Source: an optimization exercise on an open RTL-to-GDS flow (aim: small area, a short achievable clock period and few clock cycles). Production flows keep margins and buffers that such runs may drop. Power figures rest on the tool's default switching activity, not on a simulated workload.

Setup of cedar:
==> flow/design.v <==
`timescale 1ns / 1ps
module ddr_rw
(
   input               c3_clk0,
   input               c3_rst0,                
   input               pic_store_done,         
   output reg          lbp_finish,             
   output reg          c3_p0_cmd_en,
   output reg [2:0]    c3_p0_cmd_instr,
   output reg [5:0]    c3_p0_cmd_bl,
   output reg [29:0]   c3_p0_cmd_byte_addr,
   input               c3_p0_cmd_full,
   output reg          c3_p0_wr_en,
   output reg [15:0]   c3_p0_wr_mask,
   output reg [127:0]  c3_p0_wr_data,
   input               c3_p0_wr_full,
   output reg          c3_p0_rd_en,
   input  [127:0]      c3_p0_rd_data,
   input               c3_p0_rd_empty
);
function [12:0] hp;
   input [15:0] p;
   hp = {p[15:12], p[10:6], p[4:1]};
endfunction
function [15:0] add2;
   input [12:0] x;
   input [12:0] y;
   add2 = {{1'b0, x[12:9]} + {1'b0, y[12:9]},
           {1'b0, x[8:4]}  + {1'b0, y[8:4]},
           {1'b0, x[3:0]}  + {1'b0, y[3:0]}};
endfunction
function [15:0] add4;
   input [12:0] a;
   input [12:0] b;
   input [12:0] c;
   input [12:0] d;
   add4 = {{2'b0, a[12:10]} + {2'b0, b[12:10]} + {2'b0, c[12:10]} + {2'b0, d[12:10]},
           {2'b0, a[8:5]}   + {2'b0, b[8:5]}   + {2'b0, c[8:5]}   + {2'b0, d[8:5]},
           {2'b0, a[3:1]}   + {2'b0, b[3:1]}   + {2'b0, c[3:1]}   + {2'b0, d[3:1]}};
endfunction
localparam PH_O0 = 3'd0,    
           PH_LD = 3'd1,    
           PH_O1 = 3'd2,    
           PH_X1 = 3'd3,    
           PH_E0 = 3'd4,    
           PH_E1 = 3'd5;    
reg        run;
reg [2:0]  ph;
reg [3:0]  dj;
reg [6:0]  dr;
reg        ddone;
reg [1:0]  pc;
reg [3:0]  rj;
reg [6:0]  rr;
reg        rdone;
reg [6:0]  ocnt;       
reg [3:0]  wj;
reg [8:0]  wrow;       
reg        wdone;
reg [63:0] pa;         
reg [63:0] tw;         
reg [51:0] pb;         
reg [12:0] p8;         
wire [15:0] hd [0:7];
genvar g;
generate for (g = 0; g < 8; g = g + 1) begin : hdsplit
   assign hd[g] = c3_p0_rd_data[127-16*g -: 16];
end endgenerate
reg  hsel;             
reg  esel;             
reg  [64:0] yq;        
wire [12:0] xh [0:4];
wire [15:0] xf [0:3];
wire [12:0] yh [0:4];
generate for (g = 0; g < 4; g = g + 1) begin : win
   assign xf[g] = hsel ? tw[63-16*g -: 16] : pa[63-16*g -: 16];
   assign xh[g] = hsel ? pb[51-13*g -: 13] : hp(pa[63-16*g -: 16]);
   assign yh[g] = yq[64-13*g -: 13];
end endgenerate
assign xh[4] = hsel ? p8 : hp(tw[63:48]);
assign yh[4] = yq[12:0];
wire [127:0] word;
generate for (g = 0; g < 4; g = g + 1) begin : slot
   wire [15:0] a = add2(xh[g], esel ? xh[g+1] : yh[g]);
   wire [15:0] c = add4(xh[g], xh[g+1], yh[g], yh[g+1]);
   assign word[127-32*g -: 32] = esel ? {xf[g], a} : {a, c};
end endgenerate
wire hv  = !c3_p0_rd_empty && !c3_p0_rd_en;         
wire cr  = !pc[1] && !c3_p0_wr_full;                
wire act = run && !ddone;
wire can    = run && !wdone && !c3_p0_cmd_en;
wire want_w = (pc != 2'd0);
wire want_r = !rdone && (ocnt <= 7'd62);
wire sel_r  = can && want_r && (!want_w || ocnt < 7'd32);
wire sel_w  = can && want_w && !sel_r;
wire push_r = sel_r && !c3_p0_cmd_full;
wire push_w = sel_w && !c3_p0_cmd_full;
wire [6:0] ocnt_k = ocnt - {6'd0, c3_p0_rd_en};
wire [6:0] ocnt_r = ocnt_k + ((rj == 4'd15) ? 7'd1 : 7'd2);
reg [2:0] ph_n;
always @* begin
   ph_n = ph;
   if (act)
      case (ph)
         PH_O0: if (hv && (dr == 7'd0 || cr)) ph_n = PH_LD;
         PH_LD: ph_n = PH_O1;
         PH_O1: if (hv) ph_n = PH_X1;
         PH_X1: ph_n = (dr == 7'd127) ? PH_O0 : PH_E0;
         PH_E0: if (cr) ph_n = PH_E1;
         default: ph_n = (hv && cr) ? PH_LD : PH_O0;
      endcase
end
wire grp_done = act && ((ph == PH_X1 && dr != 7'd0) || ph == PH_E1);
wire [1:0] pc_k   = pc + {1'b0, grp_done};
wire [1:0] pc_w   = pc_k - 2'd1;
always @(posedge c3_clk0) begin
   if (c3_rst0) begin
      run <= 1'b0;
      lbp_finish <= 1'b0;
      ph <= PH_O0;
      hsel <= 1'b0;
      esel <= 1'b0;
      dj <= 4'd0;
      dr <= 7'd0;
      ddone <= 1'b0;
      pc <= 2'd0;
      rj <= 4'd0;
      rr <= 7'd0;
      rdone <= 1'b0;
      ocnt <= 7'd0;
      wj <= 4'd0;
      wrow <= 9'd130;
      wdone <= 1'b0;
      c3_p0_cmd_en <= 1'b0;
      c3_p0_wr_en <= 1'b0;
      c3_p0_rd_en <= 1'b0;
   end else begin
      run <= pic_store_done;
      if (c3_p0_cmd_en && wdone)
         lbp_finish <= 1'b1;
      c3_p0_cmd_en <= push_r || push_w;
      if (push_r) begin
         rr <= rr + 7'd1;
         if (rr == 7'd127) begin
            rj <= rj + 4'd1;
            if (rj == 4'd15)
               rdone <= 1'b1;
         end
      end
      if (push_w) begin
         if (wrow == 9'd383) begin
            wrow <= 9'd130;
            wj <= wj + 4'd1;
            if (wj == 4'd15)
               wdone <= 1'b1;
         end else
            wrow <= wrow + 9'd1;
      end
      ocnt <= push_r ? ocnt_r : ocnt_k;
      pc <= push_w ? pc_w : pc_k;
      hsel <= (ph_n == PH_X1) || (ph_n == PH_E1);
      esel <= (ph_n == PH_E0) || (ph_n == PH_E1);
      c3_p0_wr_en <= 1'b0;
      c3_p0_rd_en <= 1'b0;
      if (act) begin
         ph <= ph_n;
         case (ph)
            PH_O0: c3_p0_rd_en <= (ph_n == PH_LD) && (dj != 4'd15);
            PH_LD: c3_p0_wr_en <= (dr != 7'd0);
            PH_O1: c3_p0_rd_en <= (ph_n == PH_X1);
            PH_X1: begin
               c3_p0_wr_en <= (dr != 7'd0);
               if (dr == 7'd127) begin
                  dr <= 7'd0;
                  dj <= dj + 4'd1;
                  if (dj == 4'd15)
                     ddone <= 1'b1;
               end
            end
            PH_E0: c3_p0_wr_en <= (ph_n == PH_E1);
            default: begin
               c3_p0_wr_en <= 1'b1;
               c3_p0_rd_en <= (ph_n == PH_LD) && (dj != 4'd15);
               dr <= dr + 7'd1;
            end
         endcase
      end
   end
end
always @(posedge c3_clk0) begin
   c3_p0_cmd_instr <= sel_r ? 3'b001 : 3'b010;
   c3_p0_cmd_bl <= {5'd0, !(sel_r && rj == 4'd15)};
   if (sel_r)
      c3_p0_cmd_byte_addr <= {10'd0, 2'd0, rr, 2'd0, ({1'b0, rj} + 5'd1), 4'd0};
   else
      c3_p0_cmd_byte_addr <= {10'd0, wrow, 1'b0, wj[3], !wj[3], wj[2:0], 1'b1, 4'd0};
   c3_p0_wr_mask <= 16'd0;
   c3_p0_wr_data <= word;
   if (ph == PH_LD) begin
      pa <= c3_p0_rd_data[127:64];
      tw <= c3_p0_rd_data[63:0];
   end
   if (ph == PH_O1)
      yq <= {hp(tw[63:48]), hp(tw[47:32]), hp(tw[31:16]), hp(tw[15:0]), hp(hd[0])};
   else
      yq <= {hp(hd[0]), hp(hd[1]), hp(hd[2]), hp(hd[3]), hp(hd[4])};
   if (ph == PH_X1) begin
      p8 <= yq[12:0];
      pb <= {hp(tw[63:48]), hp(tw[47:32]), hp(tw[31:16]), hp(tw[15:0])};
   end
end
endmodule
make LEC_CHECK=0 CAP_MARGIN=20 CORE_MARGIN=2 CORE_UTILIZATION=60 PLACE_DENSITY=0.7 SETUP_SLACK_MARGIN=4.5 SLEW_MARGIN=20 finish   # period 8.0 ns
run.sh (not shown) runs the stock make flow with config.mk's settings and CLKGATE_MAP_FILE= SYNTH_SCRIPT=/design/flow/synth_recipe.tcl, a recipe that flattens the netlist after the stock synthesis.
Inputs modified between cedar and amber:
diff --git a/flow/design.v b/flow/design.v
--- a/flow/design.v
+++ b/flow/design.v
@@ -81,9 +81,10 @@
 assign yh[4] = yq[12:0];
 wire [127:0] word;
 generate for (g = 0; g < 4; g = g + 1) begin : slot
-   wire [15:0] a = add2(xh[g], esel ? xh[g+1] : yh[g]);
+   wire [15:0] u = add2(xh[g], xh[g+1]);
+   wire [15:0] v = add2(xh[g], yh[g]);
    wire [15:0] c = add4(xh[g], xh[g+1], yh[g], yh[g+1]);
-   assign word[127-32*g -: 32] = esel ? {xf[g], a} : {a, c};
+   assign word[127-32*g -: 32] = esel ? {xf[g], u} : {v, c};
 end endgenerate
 wire hv  = !c3_p0_rd_empty && !c3_p0_rd_en;         
 wire cr  = !pc[1] && !c3_p0_wr_full;                
--- outcome ---
Compared to cedar, amber has multiplexer fraction of the synthesized cell area 1.7 points lower. On final-layout non-clock buffer area share: amber sits below cedar. amber vs cedar — setup slack dropped 43 ps. Higher sequential cell fraction of total power among cedar and amber: amber. Summary: with cedar as the reference, final cell count in amber moved up by a few percent. Of cedar and amber, the run reporting the lower clock tree buffer count of the final layout was amber. Row worst slew margin relative to its limit: amber lower / cedar higher. Of cedar and amber, the run reporting the lower TritonCTS buffer count was cedar. Compare cedar and amber | arrival time of the worst setup path higher: amber. Via count ends up lower on cedar. Share of total power consumed by net switching came out lower on amber than on cedar. Summary of amber over cedar: final cycle utilization of the critical path higher; final standard cell area without fillers moved up; synthesized cell count rose 4.9%.
No run of this note included a check of the RTL's function; only the layout flow was run.

-- what the ideal ports hide --
The results above use ideal ports. As a check the final layouts listed here were re-extracted and re-timed, cells and wires unchanged. Step 1, drivers: a clkbuf_16 drives c3_clk0 and a buf_2 each remaining input, both assumed. Step 2, shift: input delay + t, output delay - t, t = (earliest + latest rising clock arrival at the registers) / 2. This alone moves slack from input paths to output paths. a / b / c = ideal / step 1 / step 2; a / b = the first two.
run | t, ns | slack for setup (ns) | slew at the worst register clock pin (ns) | cell pins on the clock port's net
cedar | 0.625 | 4.600 / 4.600 / 4.109 | 0.06 / 0.06 | 1
amber | 0.631 | 4.556 / 4.556 / 4.217 | 0.06 / 0.06 | 1
After both steps every run listed still meets setup and hold. The setup slack of cedar, which loses most, moves by 0.000 ns with the drivers and by -0.491 ns with both steps.
